What follows belongs to an exercise in optimizing a design on an open flow for small area; a production flow would make more cautious choices. Function was checked by simulation only, so behaviour that the tests miss may differ from the original. No activity file was given, so power comes from the tool's default toggle rates.

### design/flow/flow/run.sh
#!/bin/bash
# The standard layout (standard.sh), with two changes:
#  - ports are buffered with the smallest buffer (buf_1) instead of clkdlybuf4s50_1,
#  - CTS inserts no dummy loads.
# ORFS's own logs stay under orfs/logs; standard.sh's output goes to standard.log.
set -e
export BUFFER_PORTS_ARGS="-inputs -outputs -buffer_cell sky130_fd_sc_hd__buf_1"
CTS_EXTRA=""
[ -f flow/cts_extra.txt ] && CTS_EXTRA="$(cat flow/cts_extra.txt)"
export CTS_ARGS="-sink_clustering_enable -repair_clock_nets -dont_use_dummy_load $CTS_EXTRA"
bash standard.sh > standard.log 2>&1
### design/flow/flow/cts_extra.txt
-sink_clustering_size 24 -sink_clustering_max_diameter 120
### design/flow/standard.sh
#!/bin/bash
# synth_recipe.tcl (not shown) runs the flow's synth.tcl, then flattens the netlist and writes it again
# the make line also repeats each setting of config.mk as NAME=value (left out here)
make -C /OpenROAD-flow-scripts/flow DESIGN_CONFIG=/design/flow/config.mk WORK_HOME=/design/flow/orfs CLKGATE_MAP_FILE= SYNTH_SCRIPT=/design/flow/synth_recipe.tcl "${@:-finish}"
### design/flow/config.mk
export PLATFORM = sky130hd
export DESIGN_NAME = core
export DESIGN_NICKNAME = core
export VERILOG_FILES = /design/flow/design.v
export SDC_FILE = /design/flow/constraint.sdc
export NUM_CORES = 4
export LEC_CHECK = 0
export CAP_MARGIN = 10
export CORE_MARGIN = 2
export CORE_UTILIZATION = 60
export SETUP_SLACK_MARGIN = 0.1
export SLEW_MARGIN = 10
export SYNTH_HIERARCHICAL = 1
export SYNTH_MINIMUM_KEEP_SIZE = 0
### design/flow/constraint.sdc
create_clock -name core_clock -period 11.0 [get_ports {clk}]
set_input_delay 2.2000 -clock core_clock [delete_from_list [all_inputs] [get_ports {clk}]]
set_output_delay 2.2000 -clock core_clock [all_outputs]
set_load 0.01 [all_outputs]
### design/flow/design.v
module decoder (
    input  logic [31:0] instr,
    output logic [4:0]  rs1,
    output logic [4:0]  rs2,
    output logic [4:0]  rd,
    output logic [31:0] imm,
    output logic        reg_write,
    output logic        alu_src_imm,
    output logic [3:0]  alu_op,
    output logic        sub,        
    output logic        sel_sum,    
    output logic        sel_p,      
    output logic        sel_g,      
    output logic        sel_sr,     
    output logic        sel_sl,     
    output logic        sel_slt,    
    output logic        sel_sltu,   
    output logic        sra         
);
    logic [6:0] opcode;
    logic [2:0] f3;
    logic       is_r, is_i, rw, f7sub, shimm;
    assign opcode = instr[6:0];
    assign rd     = instr[11:7];
    assign f3     = instr[14:12];
    assign rs1    = instr[19:15];
    assign rs2    = instr[24:20];
    assign is_r  = (opcode == 7'b0110011);
    assign is_i  = (opcode == 7'b0010011);
    assign rw    = is_r | is_i;
    assign f7sub = (instr[31:25] == 7'b0100000);
    assign shimm = (f3[1:0] == 2'b01);
    assign reg_write   = rw;
    assign alu_src_imm = is_i;
    assign imm[4:0]   = {5{is_i}} & instr[24:20];
    assign imm[10:5]  = {6{is_i & ~shimm}} & instr[30:25];
    assign imm[31:11] = {21{is_i & ~shimm & instr[31]}};
    always_comb begin
        alu_op = 4'h0;
        if (rw) begin
            case (f3)
                3'b000: alu_op = (is_r & f7sub) ? 4'h1 : 4'h0;
                3'b111: alu_op = 4'h2;
                3'b110: alu_op = 4'h3;
                3'b100: alu_op = 4'h4;
                3'b001: alu_op = 4'h5;
                3'b101: alu_op = f7sub ? 4'h7 : 4'h6;
                3'b010: alu_op = 4'h8;
                default: alu_op = 4'h9;
            endcase
        end
    end
    assign sub      = rw & ((f3 == 3'b000 & is_r & f7sub) | (f3[2:1] == 2'b01));
    assign sel_sum  = ~rw | (f3 == 3'b000);
    assign sel_p    = rw & (f3 == 3'b100 | f3 == 3'b110);
    assign sel_g    = rw & (f3 == 3'b111 | f3 == 3'b110);
    assign sel_sr   = rw & (f3 == 3'b101);
    assign sel_sl   = rw & (f3 == 3'b001);
    assign sel_slt  = rw & (f3 == 3'b010);
    assign sel_sltu = rw & (f3 == 3'b011);
    assign sra      = f7sub;
endmodule
module regfile (
    input  logic        clk,
    input  logic        write_enable,
    input  logic [4:0]  read_register1,
    input  logic [4:0]  read_register2,
    input  logic [4:0]  write_register,
    input  logic [31:0] write_data,
    output logic [31:0] read_data1,
    output logic [31:0] read_data2
);
    logic [31:0] regs [1:31];
    logic [32*32-1:32] q;       
    logic [31:1] rsel1, rsel2;
    always_comb begin
        for (int r = 1; r < 32; r++) begin
            rsel1[r] = (read_register1 == 5'(r));
            rsel2[r] = (read_register2 == 5'(r));
            q[32*r +: 32] = regs[r];
        end
    end
    always_ff @(posedge clk) begin
        if (write_enable && write_register != 5'd0) regs[write_register] <= write_data;
    end
    rf_read u_rd1 (.sel(rsel1), .q(q), .data(read_data1));
    rf_read u_rd2 (.sel(rsel2), .q(q), .data(read_data2));
endmodule
module rf_read (
    input  logic [31:1]       sel,
    input  logic [32*32-1:32] q,
    output logic [31:0]       data
);
    genvar b, k;
    generate
        for (b = 0; b < 32; b++) begin : gen_bit
            logic [9:0] t;
            for (k = 0; k < 10; k++) begin : gen_aoi
                rf_aoi222 u_aoi (
                    .s0(sel[3*k+1]), .d0(q[32*(3*k+1)+b]),
                    .s1(sel[3*k+2]), .d1(q[32*(3*k+2)+b]),
                    .s2(sel[3*k+3]), .d2(q[32*(3*k+3)+b]),
                    .y (t[k])
                );
            end
            rf_or u_or (.t(t), .s(sel[31]), .d(q[32*31+b]), .y(data[b]));
        end
    endgenerate
endmodule
module rf_aoi222 (
    input  logic s0, d0, s1, d1, s2, d2,
    output logic y
);
    assign y = ~((s0 & d0) | (s1 & d1) | (s2 & d2));
endmodule
module rf_or (
    input  logic [9:0] t,
    input  logic       s,
    input  logic       d,
    output logic       y
);
    assign y = ~(&t) | (s & d);
endmodule
module alu (
    input  logic [31:0] a,
    input  logic [31:0] b,
    input  logic        sub,
    input  logic        sel_sum,
    input  logic        sel_p,
    input  logic        sel_g,
    input  logic        sel_sr,
    input  logic        sel_sl,
    input  logic        sel_slt,
    input  logic        sel_sltu,
    input  logic        sra,
    output logic [31:0] result
);
    logic [31:0] p, g, sum, s5;
    logic        cout;
    alu_add u_add (.a(a), .b(b), .sub(sub), .p(p), .g(g), .sum(sum), .cout(cout));
    alu_shift u_sh (.a(a), .shamt(b[4:0]), .sel_sl(sel_sl), .sra(sra), .s(s5));
    alu_res u_res (.sum(sum), .p(p), .g(g), .s(s5), .cout(cout),
                   .sel_sum(sel_sum), .sel_p(sel_p), .sel_g(sel_g), .sel_sr(sel_sr),
                   .sel_sl(sel_sl), .sel_slt(sel_slt), .sel_sltu(sel_sltu), .result(result));
endmodule
module alu_add (
    input  logic [31:0] a,
    input  logic [31:0] b,
    input  logic        sub,
    output logic [31:0] p,
    output logic [31:0] g,
    output logic [31:0] sum,
    output logic        cout
);
    logic [31:0] bx;
    assign bx = b ^ {32{sub}};
    assign p  = a ^ bx;
    assign g  = a & bx;
    logic [31:0] G, P;
    logic [32:0] c;
    always_comb begin
        G = g;
        P = p;
        G[0] = g[0] | (p[0] & sub);
        for (int d = 1; d < 32; d = d * 2) begin
            for (int i = 2 * d - 1; i < 32; i = i + 2 * d) begin
                G[i] = G[i] | (P[i] & G[i - d]);
                P[i] = P[i] & P[i - d];
            end
        end
        for (int d = 8; d >= 1; d = d / 2) begin
            for (int i = 3 * d - 1; i < 32; i = i + 2 * d) begin
                G[i] = G[i] | (P[i] & G[i - d]);
                P[i] = P[i] & P[i - d];
            end
        end
        c[0] = sub;
        for (int i = 0; i < 32; i++) c[i + 1] = G[i];
    end
    assign sum  = p ^ c[31:0];
    assign cout = c[32];
endmodule
module alu_shift (
    input  logic [31:0] a,
    input  logic [4:0]  shamt,
    input  logic        sel_sl,
    input  logic        sra,
    output logic [31:0] s
);
    logic [5:0][31:0] st;    
    logic        fill;
    logic [4:0]  fk, nsh, sf;
    assign fill = sra & a[31] & ~sel_sl;
    genvar i, k;
    generate
        for (i = 0; i < 32; i++) begin : gen_rev
            sh_mux2i u_m (.s(sel_sl), .d0(a[i]), .d1(a[31 - i]), .y(st[0][i]));
        end
        for (k = 0; k < 5; k++) begin : gen_stage
            assign fk[k]  = (k % 2 == 0) ? ~fill : fill;
            assign nsh[k] = ~shamt[k];
            assign sf[k]  = shamt[k] & fk[k];
            for (i = 0; i < 32; i++) begin : gen_bit
                if (i + (1 << k) < 32) begin : g_mux
                    sh_mux2i u_m (.s(shamt[k]), .d0(st[k][i]), .d1(st[k][i + (1 << k)]), .y(st[k + 1][i]));
                end else begin : g_fill
                    sh_fill u_f (.ns(nsh[k]), .x(st[k][i]), .sf(sf[k]), .y(st[k + 1][i]));
                end
            end
        end
    endgenerate
    assign s = st[5];
endmodule
module sh_mux2i (
    input  logic s,
    input  logic d0,
    input  logic d1,
    output logic y
);
    assign y = ~(s ? d1 : d0);
endmodule
module sh_fill (
    input  logic ns,
    input  logic x,
    input  logic sf,
    output logic y
);
    assign y = ~((ns & x) | sf);
endmodule
module alu_res (
    input  logic [31:0] sum,
    input  logic [31:0] p,
    input  logic [31:0] g,
    input  logic [31:0] s,
    input  logic        cout,
    input  logic        sel_sum,
    input  logic        sel_p,
    input  logic        sel_g,
    input  logic        sel_sr,
    input  logic        sel_sl,
    input  logic        sel_slt,
    input  logic        sel_sltu,
    output logic [31:0] result
);
    logic slt, sltu;
    assign slt  = p[31] ^ cout;
    assign sltu = ~cout;
    always_comb begin
        for (int i = 0; i < 32; i++) begin
            result[i] = (sel_sum & sum[i]) | (sel_p & p[i]) | (sel_g & g[i]) |
                        (sel_sr & s[i]) | (sel_sl & s[31 - i]);
        end
        result[0] = result[0] | (sel_slt & slt) | (sel_sltu & sltu);
    end
endmodule
module core (
    input  logic        clk,
    input  logic        rst,       
    input  logic [31:0] instr,
    output logic [4:0]  dbg_rs1,
    output logic [4:0]  dbg_rs2,
    output logic [4:0]  dbg_rd,
    output logic [31:0] dbg_imm,
    output logic [3:0]  dbg_alu_op,
    output logic        dbg_reg_write,
    output logic        dbg_alu_src_imm,
    output logic [31:0] dbg_rs1_data,
    output logic [31:0] dbg_rs2_data,
    output logic [31:0] dbg_alu_b,
    output logic [31:0] dbg_alu_result
);
    logic [4:0]  rs1, rs2, rd;
    logic [31:0] imm;
    logic        reg_write, alu_src_imm;
    logic [3:0]  alu_op;
    logic        sub, sel_sum, sel_p, sel_g, sel_sr, sel_sl, sel_slt, sel_sltu, sra;
    decoder u_dec (
        .instr(instr), .rs1(rs1), .rs2(rs2), .rd(rd), .imm(imm),
        .reg_write(reg_write), .alu_src_imm(alu_src_imm), .alu_op(alu_op),
        .sub(sub), .sel_sum(sel_sum), .sel_p(sel_p), .sel_g(sel_g),
        .sel_sr(sel_sr), .sel_sl(sel_sl), .sel_slt(sel_slt), .sel_sltu(sel_sltu),
        .sra(sra)
    );
    logic [31:0] rs1_data, rs2_data, alu_b, alu_result;
    regfile u_rf (
        .clk(clk),
        .write_enable(reg_write),
        .read_register1(rs1),
        .read_register2(rs2),
        .write_register(rd),
        .write_data(alu_result),
        .read_data1(rs1_data),
        .read_data2(rs2_data)
    );
    alu_bsel u_bsel (.is_imm(alu_src_imm), .imm(imm), .rs2(rs2_data), .b(alu_b));
    alu u_alu (
        .a(rs1_data), .b(alu_b),
        .sub(sub), .sel_sum(sel_sum), .sel_p(sel_p), .sel_g(sel_g),
        .sel_sr(sel_sr), .sel_sl(sel_sl), .sel_slt(sel_slt), .sel_sltu(sel_sltu),
        .sra(sra), .result(alu_result)
    );
    assign dbg_rs1         = rs1;
    assign dbg_rs2         = rs2;
    assign dbg_rd          = rd;
    assign dbg_imm         = imm;
    assign dbg_alu_op      = alu_op;
    assign dbg_reg_write   = reg_write;
    assign dbg_alu_src_imm = alu_src_imm;
    assign dbg_rs1_data    = rs1_data;
    assign dbg_rs2_data    = rs2_data;
    assign dbg_alu_b       = alu_b;
    assign dbg_alu_result  = alu_result;
endmodule
module alu_bsel (
    input  logic        is_imm,
    input  logic [31:0] imm,
    input  logic [31:0] rs2,
    output logic [31:0] b
);
    assign b = (rs2 & {32{~is_imm}}) | imm;
endmodule
==> results of run 1 <==
==> modules after synthesis, one instance, submodules excluded, a selection <==
module,cell area (µm²),cells,copies in the design,flip-flops and latches
alu_add,1720,193,1,0
decoder,581,80,1,0
regfile,30400,1130,1,992
rf_or,27.5,4,64,0
alu_bsel,280,36,1,0
sh_fill,8.76,1,31,0
alu_shift,308,43,1,0
alu_res,777,114,1,0
rf_aoi222,10.0,1,640,0
sh_mux2i,10.0,1,161,0
==> where the power goes <==
| part | total [W] | internal, W | switching, W |
|---|---|---|---|
| logic | 0.00221 | 0.000519 | 0.00170 |
| registers | 0.00481 | 0.00481 | 0.00000113 |
| clock network | 0.00186 | 0.000765 | 0.00110 |
==> layout make-up <==
cell class | count | area (µm²)
antenna | 9 | 22.5
clock buffer | 47 | 1180
fill | 5081 | 24100
inverter | 37 | 139
multi-input combinational | 1554 | 14200
sequential | 992 | 29800
tap | 959 | 1200
timing repair buffer | 417 | 2370
==> critical path: stages <==
cell	delay (ns)
buf_1	0.30
nand2b_1	0.17
buf_4	0.26
nor2_4	0.15
a222oi_1	0.44
nand4_1	0.40
a2111o_1	0.54
a21o_2	0.27
xor2_1	0.20
inv_1	0.10
fa_1	0.42
nand2b_1	0.21
a21oi_4	0.19
o2111ai_4	0.21
o41ai_4	0.60
a21oi_2	0.21
o21a_1	0.25
fa_1	0.38
xnor2_1	0.13
a222oi_1	0.37
nand2_2	0.28
buf_1	0.22
==> worst min-delay path by stage <==
stage	from	slack, ns	depth (start not counted)	end
5_1_grt	u_rf.regs[31][27]	1.49	4	u_rf.regs[9][27]
3_3_place_gp	u_rf.regs[31][27]	1.38	4	u_rf.regs[8][27]
4_1_cts	u_rf.regs[31][27]	1.42	4	u_rf.regs[9][27]
3_5_place_dp	u_rf.regs[31][27]	1.40	4	u_rf.regs[7][27]
2_1_floorplan	u_rf.regs[31][1]	1.49	4	u_rf.regs[10][1]
6_report	u_rf.regs[31][27]	1.43	4	u_rf.regs[9][27]
==> per-stage QoR <==
step           hold slack [ns]  total power (W)  std cells  worst slack [ns]
6_report                  1.43          0.00889       4015             0.249
2_1_floorplan             1.49          0.00605       2684             0.186
3_5_place_dp              1.40          0.00701       3959             0.233
4_1_cts                   1.42          0.00879       4006             0.239
5_1_grt                   1.49          0.00910       4006             0.120
3_3_place_gp              1.38          0.00694       3959             0.296
==> kinds of logic after synthesis <==
group,count (synthesis),share of synthesized area (%)
compound gates,877,19.4
xor+xnor,49,0.972
fa+ha+maj,48,1.63
buf+inv,138,1.87
flops,992,67.5
mux,162,3.67
simple gates,418,4.96
==> metal layers <==
layer | track usage [%] | vias up | routed length [µm]
met2 | 66.2 | 3395 | 74900
met4 | 21.2 | 16 | 9650
met5 | 0.188 | - | 111
met3 | 19.8 | 635 | 30800
li1 | - | 13300 | -
met1 | 53.1 | 16700 | 54000
==> repair_timing <==
action                                 4_1_cts  5_1_grt
setup endpoints to repair                    0       10
hold buffers                                 0        0
gates resized for setup                      0        6
endpoints found under the hold margin        0        0
==> placed cells by master (no fill, tap or decap), types with 4 or more instances in the layout <==
master / Yosys / final
and2_1: 15 / 14
a22oi_1: 33 / 33
a21o_1: 35 / 33
a21oi_2: 32 / 32
nand3b_1: 6 / 6
xnor2_1: 6 / 6
nand2b_1: 12 / 12
edfxtp_1: 992 / 992
nor2_2: 0 / 19
buf_4: 68 / 201
inv_1: 36 / 36
clkbuf_16: 0 / 47
nand2_1: 109 / 107
fa_1: 16 / 16
a21oi_1: 14 / 14
diode_2: 0 / 9
buf_1: 0 / 210
a2111o_1: 64 / 64
ha_1: 32 / 32
nor2_4: 0 / 74
xor2_1: 43 / 43
or3b_2: 6 / 6
o21ai_0: 5 / 5
a222oi_1: 672 / 672
nand4_1: 133 / 133
a21o_2: 2 / 4
mux2i_1: 162 / 162
nor2_1: 99 / 6
nor3_2: 3 / 6
==> summary.md, run 1 <==
| Metric | Value |
|---|---|
| Status | `complete, no violations` |
| R2R Path Start | `u_rf.regs[16][1]` |
| Cell count of the worst reg-to-reg path | `18` |
| DRC Markers | `0` |
| Num rows | `99` |
| GPL Wtd Cong | `1.02` |
| WP data required | `8.80 ns` |
| Number of max-cap violations | `0` |
| Total I/O pin count | `between 200 and 250` |
| CTS tree | `yes` |
| Area Growth Syn to Fin | `10.7%` |
| Setup TNS | `0 ns` |
| Peak VDD IR | `218 µV` |
| Share of the synthesized area in the top cell type | `roughly two thirds` |
| Final WL | `roughly 170000 µm` |
| Post-synthesis cell count | `2684` |
| Core Area | `73000 µm²` |
| Clock latency (worst-skew pair) | `0.64 ns` |
| Largest reg by FF count | `u_rf.regs` |
| Final HPWL DP | `between 100000 and 150000 µm` |
| Placed Instance Area | `47700 µm²` |
| Initial Util | `60.5%` |
| Hold crit path type | `register to register` |
| CTS Sinks | `just under 1000` |
| Vias in the first global route | `32400` |
| Reg2reg setup slack | `4.75 ns` |
| Clk buf depth | `3` |
| Post-route ant nets | `0` |
| Yosys warns | `10` |
| First-pass GRT wire length | `around 230000 µm` |
| RSZ-0062 raised after global routing | `no` |
| Share of layout cells above drive strength 1 | `13.7%` |
| Util after Layout | `67.0%` |
| Post-CTS setup buffer count | `0` |
| DR iter-0 viols | `roughly 8900` |
| DR pass1 iterations | `14` |
| Root Buffer | `clkbuf_16` |
| Num CTS Buffers | `47` |
| Syn nets | `2766` |
| Vias | `34100` |
| Leakage | `15.8 nW` |
| Count of cell types in the netlist | `62` |
| Slew headroom | `27.7%` |
| Crit path kind | `input port to primary output` |
| CP endpoint | `dbg_alu_result[31]` |
| H-tree depth | `2` |
| Seq cells post-synth | `992` |
| Period utilization | `between 90% and 100%` |
| Total GRT Usage | `43.6%` |
| Die area | `75800 µm²` |
| Async SR Flop Fraction | `0%` |
| Number of synthesized flops with an enable pin | `just under 1000` |
| Syn avg cell area | `16.4 µm²` |
| Cell area after synthesis | `44200 µm²` |
| Pin count of the biggest net entering global routing | `66` |
| Fmax achieved | `0.0930 GHz` |
| Routed len/inst | `42.2 µm` |
| PortBufs | `213` |
| CP Max Fanout | `11` |
| Main synth FF type | `edfxtp_1` |
| Clock slew at reported path FFs | `0.10 ns` |
| Power per cell area | `182 nW/µm²` |
| Register area share after synthesis | `between 60% and 70%` |
| Die H | `275 µm` |
| # nets final | `about 3100` |
| Most common cell in the netlist | `edfxtp_1` |
| Final setup vio count | `0` |
| Vias/cell | `8.50` |
| CP Data Arrival Time | `8.55 ns` |
| CP endpoint kind | `primary output` |
| RR Endpoint | `u_rf.regs[12][31]` |
| Finished Cell Area | `48900 µm²` |
| Slew Viols, Final | `0` |
| Final hold violation count | `0` |
| Biggest regs | `u_rf.regs (992)` |
| Area leader, netlist | `edfxtp_1` |
| Initial antenna violation count | `11` |
| Largest register FFs | `around 1000` |
| Remaining global-route overflow | `0` |
| Fin Clk Skew | `0.0810 ns` |
| Synth area leaders | `edfxtp_1 67%, a222oi_1 15%, mux2i_1 3.7%` |
| Final min period | `~11 ns` |
| Startpoint types | `input port` |
| Worst Tran Pin Value | `1.08 ns` |
| Die X | `approximately 280 µm` |
| Worst setup startpoint | `instr[21]` |
| Most common library cells after synthesis | `992 x edfxtp_1, 672 x a222oi_1, 162 x mux2i_1` |
==> inputs of run 2 (changes only) <==
--- a/design/flow/config.mk
+++ b/design/flow/config.mk
@@ -8,6 +8,7 @@
 export CAP_MARGIN = 10
 export CORE_MARGIN = 2
-export CORE_UTILIZATION = 60
-export SETUP_SLACK_MARGIN = 0.1
+export CORE_UTILIZATION = 65
+export PLACE_DENSITY = 0.7
+export SETUP_SLACK_MARGIN = 0.15
 export SLEW_MARGIN = 10
 export SYNTH_HIERARCHICAL = 1
==> run 2 against run 1 <==
  * Still clean on timing, DRC and antenna
  * Routed wire length shrank 0.90%
  * Area after synthesis is the same
  * Critical path depth is the same
  * Via count grew 2.2%
  * Global-route usage grew 3.2 points
  * Die area shrank 7.6%
  * Total power grew 0.38%
  * Register-to-register slack gained 0.22 ns
  * Clock skew grew 0.0084 ns
  * Fmax is essentially flat
==> summary.md, run 2 <==
| Metric | Value |
|---|---|
| Largest register FFs | `around 990` |
| Number of max-cap violations | `0` |
| Biggest regs | `u_rf.regs (992)` |
| Main combinational cell family by area after synthesis | `compound AO/OA/AOI/OAI gates` |
| Fin Clk Skew | `0.0894 ns` |
| Post-CTS setup buffer count | `0` |
| First-pass GRT wire length | `232000 µm` |
| Routed len/inst | `42.7 µm` |
| Share of layout cells above drive strength 1 | `between 10% and 20%` |
| Num rows | `95` |
| Hold Startpoint | `u_rf.regs[31][3]` |
| Register area share after synthesis | `67.5%` |
| Vias | `34900` |
| DR pass1 iterations | `15` |
| Most common cell after layout, fill and taps aside | `edfxtp_1` |
| Initial antenna violation count | `13` |
| Largest reg by FF count | `u_rf.regs` |
| Util after Layout | `between 70 and 80%` |
| Die area | `around 70000 µm²` |
| Hold crit path type | `register to register` |
| Count of cell types in the netlist | `62` |
| Root Buffer | `clkbuf_16` |
| Worst Tran Pin Value | `1.06 ns` |
| Vias/cell | `8.86` |
| Final hold violation count | `0` |
| Final HPWL DP | `108000 µm` |
| PortBufs | `213` |
| Total GRT Usage | `46.7%` |
| Adder-cell share of the synthesized area | `1.63%` |
| Syn avg cell area | `16.4 µm²` |
| Post-synthesis cell count | `approximately 2700` |
| CP Data Arrival Time | `~8.6 ns` |
| CTS tree | `yes` |
| DRC Markers | `0` |
| # nets final | `3135` |
| Status | `complete, no violations` |
| Final WL | `168000 µm` |
| Commonest non-fill, non-tap cells in the layout | `992 x edfxtp_1, 672 x a222oi_1, 210 x buf_1` |
| Clk buf depth | `3` |
| XOR/XNOR share of the synthesized area | `less than 1%` |
| RSZ-0062 raised after global routing | `no` |
| DR iter-0 viols | `10400` |
| Die H | `about 260 µm` |
| Async SR Flop Fraction | `0%` |
| Final Total Pwr | `a little under 0.009 W` |
| Final min period | `10.75 ns` |
| WP data required | `8.80 ns` |
| Initial Util | `~66%` |
| Num CTS Buffers | `47` |
| Cell area after synthesis | `approximately 44000 µm²` |
| Power per cell area | `about 180 nW/µm²` |
| R2R Path Start | `u_rf.regs[22][0]` |
| Fmax achieved | `0.0931 GHz` |
| Number of synthesized flops with an enable pin | `between 900 and 1000` |
| CTS Sinks | `a little under 1000` |
| Startpoint types | `input port` |
| Synth area leaders | `edfxtp_1 67%, a222oi_1 15%, mux2i_1 3.7%` |
| Post-route ant nets | `0` |
| Syn nets | `2766` |
| Seq cells post-synth | `992` |
| H-tree depth | `2` |
| Pin count of the biggest net entering global routing | `between 60 and 70` |
| Multiplexer area fraction after synthesis | `roughly 3.7%` |
| Area Growth Syn to Fin | `10.1%` |
| Main synth FF type | `edfxtp_1` |
| Complex-gate fraction of the synthesized area | `19.4%` |
| Remaining global-route overflow | `0` |
| Leakage | `approximately 16 nW` |
| Crit path kind | `input port to primary output` |
| Die X | `around 260 µm` |
| CP endpoint kind | `primary output` |
| Slew Viols, Final | `0` |
| Slew headroom | `29.0%` |
| CP Max Fanout | `23` |
| Most common library cells after synthesis | `992 x edfxtp_1, 672 x a222oi_1, 162 x mux2i_1` |
| Share of the synthesized area in the top cell type | `67.5%` |
| Yosys warns | `10` |
| Worst setup startpoint | `instr[22]` |
| Area leader, netlist | `edfxtp_1` |
| Vias in the first global route | `approximately 33000` |
| Most common cell in the netlist | `edfxtp_1` |
| GPL Wtd Cong | `1.00` |
| Period utilization | `between 90% and 100%` |
| Total I/O pin count | `215` |
| Final setup vio count | `0` |
| Peak VDD IR | `195 µV` |
| Core Area | `between 60000 and 70000 µm²` |
| Setup TNS | `0 ns` |
| Clock latency (worst-skew pair) | `0.65 ns` |
| Post-Synth Simple-Gate Area | `about 5.0%` |
| Clock slew at reported path FFs | `0.09 ns` |
-- run 2: metrics by stage --
step / instance area, µm² / worst slack, ns / hold slack [ns] / instances
floorplan: 44200 / 0.186 / 1.49 / 2684
global placement: 47400 / 0.477 / 1.32 / 3877
detailed placement: 47400 / 0.434 / 1.31 / 3877
CTS: 48600 / 0.403 / 1.34 / 3924
global route: 48600 / 0.155 / 1.39 / 3925
finish: 48600 / 0.255 / 1.37 / 3933
-- run 2: kinds of logic (layout without fill, tap and decap cells) --
kind of cell    Yosys count  after routing
compound gates          877            877
xor+xnor                 49             49
fa+ha+maj                48             48
buf+inv                 138            505
flops                   992            992
mux                     162            162
other cells               0              9
simple gates            418            418
-- run 2: area by class of cell --
cell class / count / area (µm²)
sequential: 992 / 29800
fill: 4340 / 18500
multi-input combinational: 1554 / 14000
timing repair buffer: 421 / 2400
clock buffer: 47 / 1180
tap: 873 / 1090
inverter: 37 / 139
antenna: 9 / 22.5
-- run 2: worst paths after layout --
path | to | slack [ns] | cells past startpoint
setup / recovery | dbg_alu_result[31] | 0.25 | 22
hold / removal | u_rf.regs[7][3] | 1.37 | 4
setup reg to reg | u_rf.regs[1][31] | 4.97 | 18
hold reg to reg | u_rf.regs[7][3] | 1.37 | 4
-- run 2: layer usage --
| layer | share of wire (%) | global-route usage, % |
|---|---|---|
| met1 | 31 | 57.2 |
| met2 | 43 | 69.1 |
| met3 | 19 | 21.6 |
| met4 | 6.7 | 26.3 |
| met5 | 0.070 | 0 |
-- run 2: what timing repair did --
item | in CTS | in global routing
resized for setup | 0 | 6
endpoints found under the setup margin | 0 | 12
hold buffers | 0 | 0
-- run 2: power by group --
| group | internal (W) | switching, W | total (W) |
|---|---|---|---|
| Combinational | 0.000556 | 0.00170 | 0.00225 |
| Clock | 0.000764 | 0.00110 | 0.00186 |
| Sequential | 0.00481 | 0.00000118 | 0.00481 |
| Total | 0.00613 | 0.00279 | 0.00892 |
-- run 2: Yosys stat by module, one instance, submodules excluded, excerpt --
module	times used	cell area (µm²)
alu_add	1	1720
alu_bsel	1	280
decoder	1	581
sh_fill	31	8.76
rf_aoi222	640	10.0
regfile	1	30400
sh_mux2i	161	10.0
alu_shift	1	308
alu_res	1	777
rf_or	64	27.5
-- run 2: critical path, stage by stage --
cell and delay (ns):
clkbuf_2 0.24, or3_1 0.49, nor2_2 0.70, buf_4 0.51, a222oi_1 0.21, nand4_1 0.29, a2111o_1 0.31, a21o_1 0.29
xor2_1 0.15, ha_1 0.35, o211ai_2 0.12, a21oi_4 0.16, o2111ai_4 0.20, o41ai_4 0.59, a21oi_2 0.17, o21a_1 0.23
fa_1 0.39, xnor2_1 0.14, a222oi_1 0.33, nand2_1 0.09, buf_4 0.20, buf_1 0.14
==> inputs of run 3 (changes only) <==
--- a/design/flow/config.mk
+++ b/design/flow/config.mk
@@ -8,6 +8,6 @@
 export CAP_MARGIN = 10
 export CORE_MARGIN = 2
-export CORE_UTILIZATION = 65
-export PLACE_DENSITY = 0.7
+export CORE_UTILIZATION = 70
+export PLACE_DENSITY = 0.75
 export SETUP_SLACK_MARGIN = 0.15
 export SLEW_MARGIN = 10
==> run 3 against run 2 <==
  * Largest power group unchanged
  * Critical path depth decreased by 1
  * Clock skew is 0.0061 ns higher
  * Still clean on timing, DRC and antenna
  * Die area down 7.0%
  * Synthesized cell count did not move
  * Clock power hardly changed
  * Sequential cell count stayed put
  * Critical path type unchanged
  * Routed wire length increased by 0.48%
  * Fmax is 0.36% lower
  * Total power up 0.21%
  * First-iteration DRC count rose by 9.4%
  * Register-to-register slack worse by 0.03 ns
  * Sequential share of layout area shrank 0.090 points
==> summary.md, run 3 <==
| Metric | Value |
|---|---|
| Status | `complete, no violations` |
| Post-route ant nets | `0` |
| Die H | `around 260 µm` |
| Total GRT Usage | `about half` |
| Final WL | `169000 µm` |
| Slew headroom | `approximately a quarter` |
| Total I/O pin count | `215` |
| Crit path kind | `input port to primary output` |
| Hold slack final | `between 1 and 1.5 ns` |
| Clock latency (worst-skew pair) | `0.66 ns` |
| Most common library cells after synthesis | `992 x edfxtp_1, 672 x a222oi_1, 162 x mux2i_1` |
| Slew Viols, Final | `0` |
| Syn avg cell area | `between 15 and 20 µm²` |
| CP Data Arrival Time | `8.58 ns` |
| Largest reg by FF count | `u_rf.regs` |
| Yosys warns | `10` |
| Setup TNS | `0 ns` |
| Number of max-cap violations | `0` |
| Vias in the first global route | `33600` |
| RSZ-0062 raised after global routing | `no` |
| Async SR Flop Fraction | `0%` |
| Worst setup startpoint | `instr[20]` |
| Cell area after synthesis | `44200 µm²` |
| Syn nets | `between 2000 and 3000` |
| Root Buffer | `clkbuf_16` |
| Most common cell after layout, fill and taps aside | `edfxtp_1` |
| Share of layout cells above drive strength 1 | `14.2%` |
| Core Area | `62700 µm²` |
| Layout fillers | `~3600` |
| Cell count of the worst reg-to-reg path | `18` |
| Area leader, netlist | `edfxtp_1` |
| Final HPWL DP | `109000 µm` |
| Post-synthesis cell count | `2684` |
| Startpoint types | `input port` |
| Peak VDD IR | `194 µV` |
| Die area | `roughly 65000 µm²` |
| Num CTS Buffers | `47` |
| DR pass1 iterations | `15` |
| GPL Wtd Cong | `1.03` |
| Main synth FF type | `edfxtp_1` |
| Die X | `255 µm` |
| Share of the synthesized area in the top cell type | `~67%` |
| Routed len/inst | `43.1 µm` |
| Final hold violation count | `0` |
| Synth area leaders | `edfxtp_1 67%, a222oi_1 15%, mux2i_1 3.7%` |
| Leakage | `15.9 nW` |
| Hold crit path type | `register to register` |
| CP endpoint | `dbg_alu_result[29]` |
| Largest register FFs | `~990` |
| Final Total Pwr | `about 0.009 W` |
| DRC Markers | `0` |
| Clk buf depth | `3` |
| Number of synthesized flops with an enable pin | `992` |
| # nets final | `3143` |
| Reg2reg setup slack | `a little under 5 ns` |
| PortBufs | `213` |
| Clock slew at reported path FFs | `roughly 0.10 ns` |
| DR iter-0 viols | `11400` |
| Seq cells post-synth | `between 900 and 1000` |
| CTS tree | `yes` |
| WP data required | `about 9 ns` |
| Register area share after synthesis | `67.5%` |
| Fin Clk Skew | `0.0955 ns` |
| Pin count of the biggest net entering global routing | `66` |
| Worst Tran Pin Value | `1.11 ns` |
| Power per cell area | `between 150 and 200 nW/µm²` |
| Placed Instance Area | `47400 µm²` |
| Cts hold-fix bufs | `0` |
| Initial Util | `70.4%` |
| Period utilization | `98.0%` |
| Count of cell types in the netlist | `62` |
| Vias/cell | `9.12` |
| Remaining global-route overflow | `0` |
| CTS Sinks | `992` |
| CP endpoint kind | `primary output` |
| Vias | `35700` |
| Initial antenna violation count | `12` |
| Final setup vio count | `0` |
| Fmax achieved | `0.0927 GHz` |
| Commonest non-fill, non-tap cells in the layout | `992 x edfxtp_1, 672 x a222oi_1, 211 x buf_1` |
| Final min period | `10.78 ns` |
| Most common cell in the netlist | `edfxtp_1` |
| First-pass GRT wire length | `230000 µm` |
| RR Endpoint | `u_rf.regs[9][27]` |
| Finished Cell Area | `48700 µm²` |
| Num rows | `between 90 and 100` |
| Biggest regs | `u_rf.regs (992)` |
| Area Growth Syn to Fin | `10.3%` |
| R2R Path Start | `u_rf.regs[4][1]` |
| CP Max Fanout | `10` |
| H-tree depth | `2` |
## run 3: metrics by stage
step           utilization [%]  worst slack [ns]  instances
3_5_place_dp              75.6             0.357       3853
2_1_floorplan                -             0.186       2684
4_1_cts                   77.5             0.353       3900
3_3_place_gp              75.6             0.394       3853
6_report                  77.6             0.216       3914
5_1_grt                   77.6             0.192       3906
## run 3: repair_timing
| item | 4_1_cts | 5_1_grt |
|---|---|---|
| hold endpoints to repair | 0 | 0 |
| gates resized for setup | 0 | 12 |
| setup endpoints to repair | 0 | 8 |
| buffers inserted | 0 | 4 |
## run 3: area by class of cell
class | count | area (µm²) | area share (%)
timing repair buffer | 428 | 2490 | 5.11
antenna | 9 | 22.5 | 0.0462
multi-input combinational | 1555 | 14000 | 28.8
sequential | 992 | 29800 | 61.2
inverter | 37 | 139 | 0.285
tap | 846 | 1060 | 2.17
clock buffer | 47 | 1180 | 2.41
## run 3: kinds of logic after synthesis
kind of cell	share of synthesized area [%]
AO/OA/AOI/OAI	19.4
XOR/XNOR	0.972
adder cells (fa/ha/maj)	1.63
buffers and inverters	1.87
flip-flops	67.5
multiplexers	3.67
AND/OR/NAND/NOR	4.96
## run 3: how the worst min path moves through the flow
stage               slack [ns]              from               end  cells past startpoint
floorplan                 1.49  u_rf.regs[31][1]  u_rf.regs[10][1]                      4
global placement          1.33  u_rf.regs[31][8]   u_rf.regs[9][8]                      4
detailed placement        1.40  u_rf.regs[31][8]   u_rf.regs[6][8]                      4
CTS                       1.43  u_rf.regs[31][6]  u_rf.regs[23][6]                      5
global route              1.47  u_rf.regs[31][8]   u_rf.regs[6][8]                      4
finish                    1.49  u_rf.regs[31][8]   u_rf.regs[4][8]                      4
## run 3: per-layer routing
metal	wire (µm)	GRT usage, %	part of all wire, %	vias to the layer above
li1	-	-	-	13300
met1	49400	61.0	29	16800
met3	33600	24.8	20	1101
met4	14300	30.6	8.5	18
met2	70700	73.4	42	4473
met5	503	5.64	0.30	-
## run 3: critical path, cell delays in order
cell	delay [ns]
buf_1	0.48
or3b_2	0.41
nor2_2	0.12
buf_4	0.23
a222oi_1	0.40
nand4_1	0.49
a2111o_1	0.56
a21o_1	0.27
xor2_1	0.19
ha_1	0.34
o211ai_2	0.12
a21oi_4	0.16
o2111ai_4	0.21
o41ai_4	0.57
a21oi_2	0.18
buf_4	0.19
fa_1	0.37
xnor2_1	0.13
a222oi_1	0.25
nand2_1	0.44
buf_1	0.25
## run 3: where the power goes
part	internal, W	leakage (nW)	switching (W)
logic	0.000525	6.40	0.00173
registers	0.00481	8.92	0.00000124
clock network	0.000764	0.579	0.00111
total	0.00610	15.9	0.00284
## run 3: modules after synthesis (local to each module, per instance), a selection
module	cell area [µm²]	copies in the design	cells inside	flops+latches
sh_mux2i	10.0	161	1	0
rf_aoi222	10.0	640	1	0
rf_or	27.5	64	4	0
decoder	581	1	80	0
alu_add	1720	1	193	0
sh_fill	8.76	31	1	0
alu_bsel	280	1	36	0
alu_shift	308	1	43	0
regfile	30400	1	1130	992
alu_res	777	1	114	0
==> inputs of run 4 (changes only) <==
==> design/flow/config.mk (replaced) <==
export PLATFORM = sky130hd
export DESIGN_NAME = core
export DESIGN_NICKNAME = core
export VERILOG_FILES = /design/flow/design.v
export SDC_FILE = /design/flow/constraint.sdc
export NUM_CORES = 4
export LEC_CHECK = 0
export CAP_MARGIN = 5
export CORE_MARGIN = 2
export CORE_UTILIZATION = 60
export GPL_TIMING_DRIVEN = 0
export SETUP_SLACK_MARGIN = 0.1
export SLEW_MARGIN = 5
export SYNTH_HIERARCHICAL = 1
export SYNTH_MINIMUM_KEEP_SIZE = 0
==> run 4 against run 3 <==
  * Final cell count increased by 3.3%
  * Sequential power about the same
  * Hold slack gained 0.058 ns
  * Routed wire length is 8.5% higher
  * Fmax shrank 2.0%
  * Utilization shrank 8.0 points
  * Critical path depth rose by 2
  * Design area up 4.4%
  * First-iteration DRC count down 6.4%
  * Synthesized cell count unchanged
  * Now fails the layout checks on negative setup slack
  * Worst setup slack got worse by 0.22 ns
==> summary.md, run 4 <==
| Metric | Value |
|---|---|
| Status | `finished with violations` |
| Failing Checks | `negative setup slack` |
| Initial antenna violation count | `11` |
| Power per cell area | `~180 nW/µm²` |
| Commonest non-fill, non-tap cells in the layout | `992 x edfxtp_1, 672 x a222oi_1, 198 x buf_1` |
| CP endpoint kind | `primary output` |
| DR iter-0 viols | `10700` |
| Share of layout cells above drive strength 1 | `15.7%` |
| Syn avg cell area | `between 15 and 20 µm²` |
| Cell chain of the critical path | `clkbuf_2 > buf_4 > or3_1 > nor2_4 > a222oi_1 > nand4_1 > a2111o_1 > a21o_4 > xor2_1 > ha_1 > o211ai_2 > a21oi_4 > o2111ai_4 > o41ai_4 > buf_4 > a21oi_2 > o21a_1 > fa_1 > xnor2_1 > a222oi_1 > buf_4 > nand2_4 > buf_1` |
| Cts hold-fix bufs | `0` |
| Total GRT Usage | `a little under half` |
| Pin count of the biggest net entering global routing | `33` |
| Yosys warns | `10` |
| Crit path kind | `input port to primary output` |
| Largest reg by FF count | `u_rf.regs` |
| CTS Sinks | `992` |
| Syn nets | `2766` |
| Worst Tran Pin Value | `around 1.4 ns` |
| Die X | `roughly 280 µm` |
| Area leader, netlist | `edfxtp_1` |
| Root Buffer | `clkbuf_16` |
| CTS tree | `yes` |
| Setup TNS | `-0.00737 ns` |
| Num CTS Buffers | `47` |
| Largest register FFs | `992` |
| Setup slack at placement | `-1.44 ns` |
| Post-route ant nets | `0` |
| Initial Util | `60.5%` |
| Final hold violation count | `0` |
| H-tree depth | `2` |
| Startpoint types | `input port` |
| Final min period | `about 11 ns` |
| Async SR Flop Fraction | `0%` |
| Core Area | `73000 µm²` |
| Cell area after synthesis | `44200 µm²` |
| Setup WS post-layout | `-0.00737 ns` |
| GPL Wtd Cong | `0.987` |
| Period utilization | `100%` |
| Final WL | `183000 µm` |
| CP most frequent cell | `buf_4` |
| Vias in the first global route | `33500` |
| # nets final | `3167` |
| Worst path slowest cell | `a2111o_1` |
| Remaining global-route overflow | `0` |
| Vias/cell | `about 8.8` |
| Number of max-cap violations | `0` |
| First-pass GRT wire length | `roughly 240000 µm` |
| CP Data Arrival Time | `8.81 ns` |
| Most common cell after layout, fill and taps aside | `edfxtp_1` |
| Slew Viols, Final | `0` |
| Post-synthesis cell count | `2684` |
| Hold crit path type | `register to register` |
| WP data required | `8.80 ns` |
| Clk buf depth | `3` |
| CP Max Fanout | `27` |
| Final setup vio count | `1` |
| Most common cell in the netlist | `edfxtp_1` |
| Register area share after synthesis | `67.5%` |
| Slowest cell delay on critical path | `0.59 ns` |
| Count of cell types in the netlist | `62` |
| Main synth FF type | `edfxtp_1` |
| RSZ-0062 raised after global routing | `yes` |
| Routed len/inst | `approximately 45 µm` |
| Total I/O pin count | `approximately 220` |
| Vias | `35600` |
| Die H | `275 µm` |
| Area Growth Syn to Fin | `15.1%` |
| Seq cells post-synth | `992` |
| Hold slack final | `1.55 ns` |
| DR pass1 iterations | `14` |
| Final HPWL DP | `~120000 µm` |
| Fin Clk Skew | `just under 0.09 ns` |
| Clock latency (worst-skew pair) | `between 0.6 and 0.7 ns` |
| Synth area leaders | `edfxtp_1 67%, a222oi_1 15%, mux2i_1 3.7%` |
| Biggest regs | `u_rf.regs (992)` |
| Share of the synthesized area in the top cell type | `67.5%` |
| Slew headroom | `around 7.7%` |
| Number of synthesized flops with an enable pin | `992` |
| Util after Layout | `69.7%` |
| Most common library cells after synthesis | `992 x edfxtp_1, 672 x a222oi_1, 162 x mux2i_1` |
| DRC Markers | `0` |
| Peak VDD IR | `152 µV` |
| Leakage | `16.4 nW` |
| PortBufs | `202` |
| Die area | `approximately 76000 µm²` |
| Fmax achieved | `0.0908 GHz` |
| Clock slew at reported path FFs | `0.10 ns` |
| Num rows | `around 100` |
## run 4: cell counts after synthesis
Identical to the previous run, type by type.
## run 4: what timing repair did
item	4_1_cts	5_1_grt
resized for setup	41	24
endpoints found under the hold margin	0	0
gates cloned	5	7
pin swaps	19	20
setup endpoints to repair	32	25
setup buffers	23	16
## run 4: cells by family after synthesis
group                    Yosys count  share of synthesized area [%]
buffers and inverters            138                           1.87
multiplexers                     162                           3.67
XOR/XNOR                          49                          0.972
AO/OA/AOI/OAI                    877                           19.4
flip-flops                       992                           67.5
adder cells (fa/ha/maj)           48                           1.63
AND/OR/NAND/NOR                  418                           4.96
## run 4: per-stage QoR
stage | cells | total power, W | area [µm²]
after floorplan | 2684 | 0.00605 | 44200
after global placement | 3845 | 0.00684 | 46100
after detailed placement | 3945 | 0.00695 | 49000
after CTS | 4019 | 0.00878 | 50600
after global routing | 4042 | 0.00924 | 50800
final | 4045 | 0.00909 | 50800
## run 4: cell type report
cell class                      instances  area [µm²]
Timing Repair Buffer                  341        3320
Tap cell                              959        1200
Antenna cell                            3        7.51
Sequential cell                       992       29800
Clock buffer                           47        1180
Buffer                                100         692
Inverter                               37         139
Multi-Input combinational cell       1566       14500
Fill cell                            4776       22100
## run 4: Yosys stat by module, one instance, submodules excluded, a selection
module	flops+latches	times used
alu_add	0	1
alu_bsel	0	1
alu_res	0	1
alu_shift	0	1
regfile	992	1
rf_aoi222	0	640
sh_fill	0	31
sh_mux2i	0	161
## run 4: final timing paths
kind	from	end	slack (ns)	cells past startpoint
max	instr[23]	dbg_alu_result[31]	-0.007	23
min	u_rf.regs[31][21]	u_rf.regs[18][21]	1.55	4
max reg2reg	u_rf.regs[18][3]	u_rf.regs[8][31]	4.50	19
min reg2reg	u_rf.regs[31][21]	u_rf.regs[18][21]	1.55	4
## run 4: where the power goes
group	total (W)	switching, W	internal (W)	leakage [nW]
combinational	0.00235	0.00177	0.000575	6.93
sequential	0.00484	0.00000116	0.00484	8.92
clock	0.00190	0.00113	0.000765	0.579
total	0.00909	0.00291	0.00618	16.4
## run 4: per-layer routing
metal / GRT usage (%) / share of wire [%] / vias up
met3: 18.9 / 19 / 944
met4: 23.5 / 6.8 / 18
li1: - / - / 13400
met1: 58.5 / 31 / 17300
met2: 69.3 / 43 / 3989
met5: 0 / 0.11 / -
## run 4: critical path, delay by kind of cell
family / cells / cell delay [ns]
AO/OA/AOI/OAI: 10 / 3.08
AND/OR/NAND/NOR: 4 / 1.20
buffers and inverters: 5 / 1.09
adder cells (fa/ha/maj): 2 / 0.80
XOR/XNOR: 2 / 0.35

## re-timing with driven ports
No port has a modelled driver above. Below, the same layouts with a new extraction and two added sets of constraints. Step 1, drivers: a clkbuf_16 drives clk and a buf_2 each remaining input, both assumed. Step 2 times the ports against the registers' clock, not the clock port: input delays grow and output delays shrink by t, the midpoint of the rising clock arrivals with the driver on. Three values: ideal ports, drivers, drivers and shift; two values: the first two.
run | t (ns) | setup WS [ns] | hold WS [ns] | worst data-port slew with drivers (ns) | pins driven straight from the clock port
run 1 | 0.673 | 0.249 / 0.226 / 0.226 | 1.427 / 1.427 / 1.427 | 0.05 | 1
run 2 | 0.671 | 0.255 / 0.228 / 0.228 | 1.367 / 1.367 / 1.367 | 0.05 | 1
run 3 | 0.683 | 0.216 / 0.179 / 0.179 | 1.488 / 1.488 / 1.488 | 0.07 | 1
run 4 | 0.695 | -0.007 / -0.032 / -0.032 | 1.546 / 1.546 / 1.546 | 0.08 | 1
The setup slack of run 3, which loses most, moves by -0.037 ns with the drivers and by -0.037 ns with both steps.
